This is an optimization exercise on Yosys and OpenROAD, whose aim is small area, not a production implementation. Function was checked by simulation only, so behaviour that the tests miss may differ from the original. Power is estimated from default activity; no workload was simulated.

==> inputs of build 78 <==
Design Greedy_snake, start of the top module:
module  Greedy_snake(
        input                   clk                     ,
        input                   rst_n                   ,
        input         [ 3: 0]   KEY                     ,
        output  wire            VGA_SYNC_N              ,
        output  wire            VGA_BLANK_N             ,
        output  wire            VGA_HS                  ,
        output  wire            VGA_VS                  ,
        output  wire  [ 7: 0]   VGA_R                   ,
        output  wire  [ 7: 0]   VGA_G                   ,
        output  wire  [ 7: 0]   VGA_B                   ,
        output  wire  [15: 0]   ROM_START_ADDR          ,
        input         [ 7: 0]   ROM_START_Q             ,
        output  wire  [15: 0]   ROM_END_ADDR            ,
        input         [ 7: 0]   ROM_END_Q
);
localparam  G_START =   2'd0;
localparam  G_PLAY  =   2'd1;
localparam  G_END   =   2'd2;
wire    key_left, key_right, key_up, key_down;
debounce u_k3(.clk(clk), .rst_n(rst_n), .key_in(KEY[3]), .key_out(key_left ));
debounce u_k2(.clk(clk), .rst_n(rst_n), .key_in(KEY[2]), .key_out(key_right));
debounce u_k1(.clk(clk), .rst_n(rst_n), .key_in(KEY[1]), .key_out(key_up   ));
debounce u_k0(.clk(clk), .rst_n(rst_n), .key_in(KEY[0]), .key_out(key_down ));
reg     [ 9: 0]     px;
reg     [ 9: 0]     py;
wire                px_eol  =   (px == 10'd880);
always  @(posedge clk or negedge rst_n)begin
    if(!rst_n)
        px  <=  10'd881;
    else if(px == 10'd639)
        px  <=  10'd864;
    else
        px  <=  px + 1'b1;
end
always  @(posedge clk or negedge rst_n)begin
    if(!rst_n)
        py  <=  10'd490;
    else if(px_eol)begin
        if(py == 10'd524)
            py  <=  10'd0;
        else
            py  <=  py + 1'b1;
    end
end
wire    x_vis   =   ~(px[9] & px[8]);
wire    y_vis   =   (py < 10'd480);
wire    valid   =   x_vis & y_vis;
wire    [5:0]   bx  =   px[9:4];
wire    [5:0]   by  =   py[9:4];
wire    wall    =   (bx == 6'd0) || (bx == 6'd39) || (by == 6'd0) || (by == 6'd29);
wire    corner  =   (px[3:1] == 3'd0) && ((py[3:0] == 4'd0) || (py[3:0] == 4'd15));
wire    hs_d    =   ~((px >= 10'd881) && (px <= 10'd976));
wire    vs_d    =   ~((py == 10'd490) || (py == 10'd491));
  ...
clock: 8.0 ns
lec_check: 0
abc_area: 1
cap_margin: 20
core_margin: 2
core_utilization: 60
slew_margin: 20
run.sh (not shown) runs the stock make flow with config.mk's settings and CLKGATE_MAP_FILE= SYNTH_SCRIPT=/design/flow/synth_recipe.tcl, a recipe that flattens the netlist after the stock synthesis.
==> build 86: changes against build 78 <==
--- a/flow/design.v
+++ b/flow/design.v
@@ -1,36 +1,32 @@
 module  debounce(
         input                   clk                     ,
         input                   rst_n                   ,
         input                   key_in                  ,
         output  wire            key_out
 );
-localparam  [13: 0]     DB_B    =   14'h36a;
-reg                             key_r                           ;
+parameter   TIME_20MS   =       10_000                          ;
+reg     [ 1: 0]                 key_r                           ;
 reg     [13: 0]                 cnt                             ;
-wire                            at_b    =   (cnt == DB_B);
-wire    [13: 0]                 stp     =   {cnt[12:0], ~(cnt[13] ^ cnt[12] ^ cnt[11] ^ cnt[1])};
 always  @(posedge clk or negedge rst_n)begin
     if(rst_n==1'b0)
-        key_r   <=      1'b0;
+        key_r   <=      2'd0;
     else
-        key_r   <=      key_in;
+        key_r   <=      {key_r[0],key_in};
 end
 always  @(posedge clk or negedge rst_n)begin
     if(rst_n==1'b0)
-        cnt     <=      14'd1;
-    else if(key_r)
         cnt     <=      14'd0;
-    else if(at_b)
-        cnt     <=      14'h3fff;
-    else
-        cnt     <=      stp;
+    else if(key_r[1])
+        cnt     <=      14'd0;
+    else if(cnt != TIME_20MS)
+        cnt     <=      cnt + 1'b1;
 end
-assign  key_out =       at_b;
+assign  key_out =       (key_r[1] == 1'b0) && (cnt == TIME_20MS-1);
 endmodule
 module  snake_core(
         input                   clk                     ,
         input                   rst_n                   ,
         input                   key_left                ,
         input                   key_right               ,
         input                   key_up                  ,
         input                   key_down                ,
@@ -45,25 +41,25 @@
         output  reg             hit_body                ,
         output  reg             hit_wall                ,
         output  reg   [ 1: 0]   object
 );
 localparam  D_R     =   2'b00;
 localparam  D_L     =   2'b01;
 localparam  D_D     =   2'b10;
 localparam  D_U     =   2'b11;
-localparam  [14: 0]     MV_A    =   15'h393a;
-localparam  [14: 0]     MV_R    =   15'h7275;
 reg     [14: 0]     cnt0;
-wire                end_cnt0    =   (cnt0 == MV_A);
+wire                end_cnt0    =   (cnt0 == 15'd25000);
 always  @(posedge clk or negedge rst_n)begin
     if(!rst_n)
-        cnt0    <=  MV_R;
+        cnt0    <=  15'd0;
+    else if(end_cnt0)
+        cnt0    <=  15'd0;
     else
-        cnt0    <=  {cnt0[13:0], ~(cnt0[14] ^ cnt0[13]) ^ end_cnt0};
+        cnt0    <=  cnt0 + 1'b1;
 end
 reg     [ 2: 0]     direct;
 always  @(posedge clk)begin
     if(key_left)
         direct  <=  {1'b1, D_L};
     else if(key_right)
         direct  <=  {1'b1, D_R};
     else if(key_up)
@@ -354,43 +350,36 @@
 end
 always  @(posedge clk or negedge rst_n)begin
     if(!rst_n)
         gstat   <=  G_START;
     else
         gstat   <=  gstat_n;
 end
 wire    play    =   (gstat == G_PLAY);
-reg     [ 4: 0]     cx_hi;           
-reg     [ 2: 0]     cy_hi;           
-wire    [ 1: 0]     t_lo    =   px[1:0] - 2'd1;
-wire    [ 5: 0]     cx      =   {cx_hi, t_lo[0]};
-wire    [ 4: 0]     cy      =   {cy_hi, t_lo};
-localparam  [11: 0]     AP_A    =   12'hdb6;
-localparam  [11: 0]     AP_R    =   12'hb6c;
+reg     [ 5: 0]     cx;
+reg     [ 4: 0]     cy;
 reg     [11: 0]     ca;
-wire                end_ca  =   (ca == AP_A);
+wire                end_ca  =   (ca == 12'd2500);
 reg     [ 5: 0]     apple_x;
 reg     [ 4: 0]     apple_y;
 reg                 body_add_sig;
 wire    [ 5: 0]     head_x;
 wire    [ 4: 0]     head_y;
 wire                eat     =   end_ca && (apple_x == head_x) && (apple_y == head_y);
 always  @(posedge clk or negedge rst_n)begin
     if(!rst_n)begin
-        cx_hi   <=  5'd0;
-        cy_hi   <=  3'd0;
-        ca  <=  AP_R;
+        cx  <=  6'd0;
+        cy  <=  5'd0;
+        ca  <=  12'd0;
     end
     else begin
-        if(t_lo[0])
-            cx_hi   <=  (cx_hi == 5'd18) ? 5'd0 : cx_hi + 1'b1;
-        if(t_lo == 2'd3)
-            cy_hi   <=  (cy_hi == 3'd6) ? 3'd0 : cy_hi + 1'b1;
-        ca  <=  {ca[10:0], ~(ca[11] ^ ca[10] ^ ca[9] ^ ca[3]) ^ end_ca};
+        cx  <=  (cx == 6'd37) ? 6'd0 : cx + 1'b1;
+        cy  <=  (cy == 5'd27) ? 5'd0 : cy + 1'b1;
+        ca  <=  end_ca ? 12'd0 : ca + 1'b1;
     end
 end
 always  @(posedge clk or negedge rst_n)begin
     if(!rst_n)begin
         apple_x         <=  6'd10;
         apple_y         <=  5'd13;
         body_add_sig    <=  1'b0;
     end
==> flow/config.mk (replaced) <==
export PLATFORM = sky130hd
export DESIGN_NAME = Greedy_snake
export DESIGN_NICKNAME = Greedy_snake
export VERILOG_FILES = /design/flow/design.v
export SDC_FILE = /design/flow/constraint.sdc
export NUM_CORES = 4
export LEC_CHECK = 0
export CAP_MARGIN = 20
export CORE_MARGIN = 2
export CORE_UTILIZATION = 40
export SLEW_MARGIN = 20
==> trial 54: changes against build 78 <==
--- a/flow/design.v
+++ b/flow/design.v
@@ -1,19 +1,19 @@
 module  debounce(
         input                   clk                     ,
         input                   rst_n                   ,
         input                   key_in                  ,
         output  wire            key_out
 );
-localparam  [13: 0]     DB_B    =   14'h36a;
+localparam  [13: 0]     DB_B    =   14'h184b;
 reg                             key_r                           ;
 reg     [13: 0]                 cnt                             ;
 wire                            at_b    =   (cnt == DB_B);
-wire    [13: 0]                 stp     =   {cnt[12:0], ~(cnt[13] ^ cnt[12] ^ cnt[11] ^ cnt[1])};
+wire    [13: 0]                 stp     =   {cnt[12:0], ~(cnt[13] ^ cnt[12])};
 always  @(posedge clk or negedge rst_n)begin
     if(rst_n==1'b0)
         key_r   <=      1'b0;
     else
         key_r   <=      key_in;
 end
 always  @(posedge clk or negedge rst_n)begin
     if(rst_n==1'b0)
@@ -86,17 +86,17 @@
             status  <=  direct;
     end
 end
 wire                moving  =   status[2];
 wire    [ 1: 0]     sdir    =   status[1:0];
 wire                step    =   play && moving && end_cnt0;
 reg     [ 1: 0]     d   [15: 1];
 reg     [ 3: 0]     n;               
-reg     [ 3: 0]     nlit;            
+reg     [ 3: 0]     llit;            
 integer             k;
 wire    [ 5: 0]     hx_p    =   head_x + 1'b1;
 wire    [ 5: 0]     hx_m    =   head_x - 1'b1;
 wire    [ 4: 0]     hy_p    =   head_y + 1'b1;
 wire    [ 4: 0]     hy_m    =   head_y - 1'b1;
 always  @(posedge clk)begin
     if(!play || !moving)begin
         head_x  <=  6'd10;
@@ -129,22 +129,22 @@
 always  @(posedge clk)begin
     if(!play)
         n   <=  4'd2;
     else if(step && n != 4'd15)
         n   <=  n + 1'b1;
 end
 always  @(posedge clk)begin
     if(!play)
-        nlit    <=  4'd0;
-    else if(body_add_sig && nlit != 4'd13)
-        nlit    <=  nlit + 1'b1;
+        llit    <=  4'd2;
+    else if(body_add_sig && llit != 4'd15)
+        llit    <=  llit + 1'b1;
 end
-function automatic lit_k(input [3:0] kk, input [3:0] nl);
-    lit_k   =   (kk <= 4'd2) || ((kk - 4'd3) < nl);
+function automatic lit_k(input [3:0] kk, input [3:0] ll);
+    lit_k   =   (kk <= ll);
 endfunction
 always  @(posedge clk)begin
     hit_wall    <=  play && moving && (
                     (sdir == D_R && head_x == 6'd39) ||
                     (sdir == D_L && head_x == 6'd0 ) ||
                     (sdir == D_D && head_y == 5'd29) ||
                     (sdir == D_U && head_y == 5'd0 ));
 end
@@ -160,17 +160,25 @@
 wire    [ 3: 0]     dix     =   phase + mvw + 1'b1;
 reg     [ 1: 0]     dsel;
 always  @(*)begin
     dsel    =   2'b00;
     for(k = 1; k < 16; k = k + 1)
         if(dix == k)
             dsel    =   d[k];
 end
-wire                pm      =   (p_x == tx) && ({1'b0, p_y} == by);
+wire                hitwin  =   (bx[5:2] == 4'b1110) && (bx[1:0] != 2'd3);
+wire    [ 1: 0]     hj      =   (bx[1:0] == 2'd0) ? d[1] : {~d[1][1], bx[1]};
+wire    [ 5: 0]     t_x     =   !hitwin         ? tx    :
+                                (hj == D_R)     ? hx_p  :
+                                (hj == D_L)     ? hx_m  : head_x;
+wire    [ 5: 0]     t_y     =   !hitwin         ? by    :
+                                (hj == D_D)     ? {1'b0, hy_p} :
+                                (hj == D_U)     ? {1'b0, hy_m} : {1'b0, head_y};
+wire                pm      =   (p_x == t_x) && ({1'b0, p_y} == t_y);
 wire                m_disp  =   !wdone && ival && pm;
 function automatic [4:0] kinc(input [4:0] kv);
     kinc    =   (kv[4] && kv[3:0] != 4'd15) ? {1'b1, kv[3:0] + 4'd1} : 5'd0;
 endfunction
 wire    [ 4: 0]     kacc_0  =   kacc[4] ? kacc : (m_disp ? {1'b1, iota[3:0]} : 5'd0);
 wire    [ 4: 0]     kacc_u  =   step ? kinc(kacc_0) : kacc_0;
 function automatic [4:0] kinit(input [5:0] xx, input [5:0] yy);
     if(yy != 6'd5)
@@ -217,63 +225,43 @@
             default:p_y <=  p_y + 1'b1;
         endcase
     end
 end
 wire                head_on =   (head_x == bx) && ({1'b0, head_y} == by);
 always  @(posedge clk)begin
     if(head_on)
         object  <=  2'b01;
-    else if(kcur[4] && kcur[3:0] != 4'd0 && lit_k(kcur[3:0], nlit))
+    else if(kcur[4] && kcur[3:0] != 4'd0 && lit_k(kcur[3:0], llit))
         object  <=  2'b10;
     else
         object  <=  2'b00;
 end
-reg     [ 2: 0]     kd  [ 3: 0];
-reg                 hdone;
+reg     [ 2: 0]     kd  [ 2: 0];
 reg     [ 2: 0]     kmin_hit;
-wire                hacc    =   !hdone && !wdone && !mvw;
-wire                hv      =   (iota != 5'd0) && (iota <= 5'd13) && ival;
-wire                ex0     =   (p_x == head_x);
-wire                eyz     =   (p_y == head_y);
-wire    [ 3: 0]     hm;
-assign  hm[D_R]     =   (p_x == hx_p) && eyz;
-assign  hm[D_L]     =   (p_x == hx_m) && eyz;
-assign  hm[D_D]     =   ex0 && (p_y == hy_p);
-assign  hm[D_U]     =   ex0 && (p_y == hy_m);
-wire    [ 2: 0]     kval    =   iota[3:1] + 3'd1;
-integer             j;
-always  @(posedge clk)begin
-    if(ph15 && !hdone && (wdone || mvw || step))begin
-        for(j = 0; j < 4; j = j + 1)
-            kd[j]   <=  3'd0;
-    end
-    else begin
-        for(j = 0; j < 4; j = j + 1)
-            if(hacc && hv && hm[j] && kd[j] == 3'd0)
-                kd[j]   <=  kval;
-    end
-end
+wire    [ 2: 0]     kval    =   (kacc_u[4] && kacc_u[3:0] != 4'd15) ? kacc_u[3:1] + 3'd1 : 3'd0;
 always  @(posedge clk)begin
-    if(!play || step)
-        hdone   <=  1'b0;
-    else if(ph15 && !wdone && !mvw)
-        hdone   <=  1'b1;
+    if(ph15 && hitwin)
+        kd[bx[1:0]] <=  kval;
 end
 always  @(posedge clk)begin
     if(!play)
         kmin_hit    <=  3'd0;
     else if(step)begin
         if(n == 4'd2)
             kmin_hit    <=  (sdir == D_L) ? 3'd1 : 3'd0;
+        else if(sdir == d[1])
+            kmin_hit    <=  kd[0];
+        else if(sdir[1] != d[1][1])
+            kmin_hit    <=  sdir[0] ? kd[2] : kd[1];
         else
-            kmin_hit    <=  kd[sdir];
+            kmin_hit    <=  3'd1;
     end
 end
-wire                hit_chain   =   (kmin_hit != 3'd0) && lit_k({kmin_hit, 1'b0}, nlit);
+wire                hit_chain   =   (kmin_hit != 3'd0) && (kmin_hit <= llit[3:1]);
 always  @(posedge clk)begin
     hit_body    <=  hit_chain;
 end
 endmodule
 module  Greedy_snake(
         input                   clk                     ,
         input                   rst_n                   ,
         input         [ 3: 0]   KEY                     ,
@@ -383,24 +371,25 @@
     else begin
         if(t_lo[0])
             cx_hi   <=  (cx_hi == 5'd18) ? 5'd0 : cx_hi + 1'b1;
         if(t_lo == 2'd3)
             cy_hi   <=  (cy_hi == 3'd6) ? 3'd0 : cy_hi + 1'b1;
         ca  <=  {ca[10:0], ~(ca[11] ^ ca[10] ^ ca[9] ^ ca[3]) ^ end_ca};
     end
 end
+always  @(posedge clk)begin
+    body_add_sig    <=  eat;
+end
 always  @(posedge clk or negedge rst_n)begin
     if(!rst_n)begin
         apple_x         <=  6'd10;
         apple_y         <=  5'd13;
-        body_add_sig    <=  1'b0;
     end
     else begin
-        body_add_sig    <=  eat;
         if(eat)begin
             apple_x     <=  cx;
             apple_y     <=  cy;
         end
     end
 end
 wire    [ 1: 0]     object;
 snake_core  u_snake(
==> flow/flow/run.sh (new file) <==
#!/bin/bash
# Own layout flow: the standard flow, with two changes.
#  1. After the standard synthesis, the gates between the flip-flops are
#     mapped again by ABC with an area script (flow/resynth.tcl); the
#     flip-flops keep their instances, names and cell types.
#  2. Port buffers use the smallest buffer cell (buf_1).
# Each tool's output goes to a log file of its own in the work folder.
set -euo pipefail
W=$PWD
R=$W/orfs/results/$FLOW_PLATFORM/Greedy_snake/base
LIB=$FLOW_HOME/platforms/$FLOW_PLATFORM/lib/sky130_fd_sc_hd__tt_025C_1v80.lib
YOSYS=$(command -v yosys || echo "$FLOW_HOME/../tools/install/yosys/bin/yosys")

bash standard.sh synth > $W/log_1_standard_synth.log 2>&1
cp $R/1_2_yosys.v $W/standard_1_2_yosys.v

RS_LIB=$LIB RS_IN=$W/standard_1_2_yosys.v RS_OUT=$W/resynth.v \
RS_ABC=$W/flow/area.abc RS_TOP=$FLOW_TOP \
  "$YOSYS" -c $W/flow/resynth.tcl > $W/log_2_resynth.log 2>&1

cp $W/resynth.v $R/1_2_yosys.v
rm -f $R/1_synth.odb $R/1_synth.sdc
bash standard.sh "BUFFER_PORTS_ARGS=-buffer_cell sky130_fd_sc_hd__buf_1" finish \
  > $W/log_3_standard_finish.log 2>&1
==> flow/flow/area.abc (new file) <==
strash
&get -n
&fraig -x
&put
scorr
dc2
strash
&get -n
&dch -f
&nf -R 1000
&put
==> flow/flow/resynth.tcl (new file) <==
# Re-map the combinational logic of the standard synthesis netlist for area.
# Every flip-flop stays as it is: same instance, name and cell type; only the
# gates between them are mapped again, by ABC with an area-oriented script.
yosys -import
set lib    $::env(RS_LIB)
set in     $::env(RS_IN)
set out    $::env(RS_OUT)
set script $::env(RS_ABC)
read_liberty -ignore_miss_func $lib
# sequential and tie cells stay opaque instances
foreach m [list sky130_fd_sc_hd__df* sky130_fd_sc_hd__edf* sky130_fd_sc_hd__sdf* \
             sky130_fd_sc_hd__sedf* sky130_fd_sc_hd__dl* sky130_fd_sc_hd__sdl* \
             sky130_fd_sc_hd__conb_1] {
  catch { blackbox $m }
}
read_verilog -overwrite $in
hierarchy -top $::env(RS_TOP)
flatten
opt -purge
set dont {}
foreach p {sky130_fd_sc_hd__lpflow_* sky130_fd_sc_hd__probe* sky130_fd_sc_hd__bleeder*} {
  lappend dont -dont_use $p
}
abc -liberty $lib {*}$dont -script $script
opt_clean -purge
hilomap -singleton -hicell sky130_fd_sc_hd__conb_1 HI -locell sky130_fd_sc_hd__conb_1 LO
opt_clean -purge
tee -o $out.stat stat -liberty $lib
write_verilog -noattr -noexpr -nohex -nodec $out
==> flow/standard.sh (new file) <==
#!/bin/bash
# synth_recipe.tcl (not shown) runs the flow's synth.tcl, then flattens the netlist and writes it again
# the make line also repeats each setting of config.mk as NAME=value (left out here)
make -C /OpenROAD-flow-scripts/flow DESIGN_CONFIG=/design/flow/config.mk WORK_HOME=/design/flow/orfs CLKGATE_MAP_FILE= SYNTH_SCRIPT=/design/flow/synth_recipe.tcl "${@:-finish}"
--- a/flow/config.mk
+++ b/flow/config.mk
@@ -4,9 +4,12 @@
 export VERILOG_FILES = /design/flow/design.v
 export SDC_FILE = /design/flow/constraint.sdc
 export NUM_CORES = 4
 export LEC_CHECK = 0
 export ABC_AREA = 1
 export CAP_MARGIN = 20
 export CORE_MARGIN = 2
 export CORE_UTILIZATION = 60
+export CTS_BUF_LIST = sky130_fd_sc_hd__clkbuf_16
+export CTS_CLUSTER_DIAMETER = 100
+export CTS_CLUSTER_SIZE = 25
 export SLEW_MARGIN = 20
removed: flow/run.sh
==> notes <==
Build 86 completed without violations. Trial 54 finished with timing, DRC and antenna clean. Build 78 completed without violations. Of build 78 and trial 54, build 78 has the higher worst hold slack (gap 0.0090 ns). Synthesized cell count: trial 54 < build 86 < build 78. In trial 54 the setup slack is worse than in build 86, by 0.39 ns. Cell area, highest first: build 86, build 78, trial 54. Between build 78 and build 86, the lower power is in build 78 (gap 6.4%, measured against build 86). Between build 78 and trial 54, the lower area after synthesis is in trial 54 (gap 20%, measured against trial 54). Die area: trial 54 < build 78 < build 86. Global-route usage: trial 54 > build 78 > build 86. The lowest critical path depth belongs to build 86, the highest to build 78.

==> re-timing with driven ports <==
Ports are ideal in the flow. The routed layouts listed here were re-timed in OpenROAD. Step 1: set_driving_cell puts a clkbuf_16 on clk and a buf_2 on each other input, an assumption about the parent block. Step 2 adds t to the input delays and takes it off the output delays; t is the mean of the earliest and latest rising clock arrival at the registers after step 1. Input paths then give back, and output paths get back, about the clock's delay inside the block. Three values: ideal ports, drivers, drivers and shift; two values: the first two.
| run | t (ns) | setup WS [ns] | hold WS [ns] | worst slew at a driven data input, ns | cell pins on the clock port's net |
|---|---|---|---|---|---|
| build 78 | 0.607 | 3.341 / 3.341 / 3.341 | 0.344 / 0.344 / 0.344 | 0.04 | 1 |
| build 86 | 0.614 | 3.164 / 3.164 / 3.164 | 0.345 / 0.345 / 0.345 | 0.04 | 1 |
| trial 54 | 0.535 | 2.770 / 2.770 / 2.770 | 0.335 / 0.335 / 0.335 | 0.05 | 1 |
After both steps every run listed still meets setup and hold.
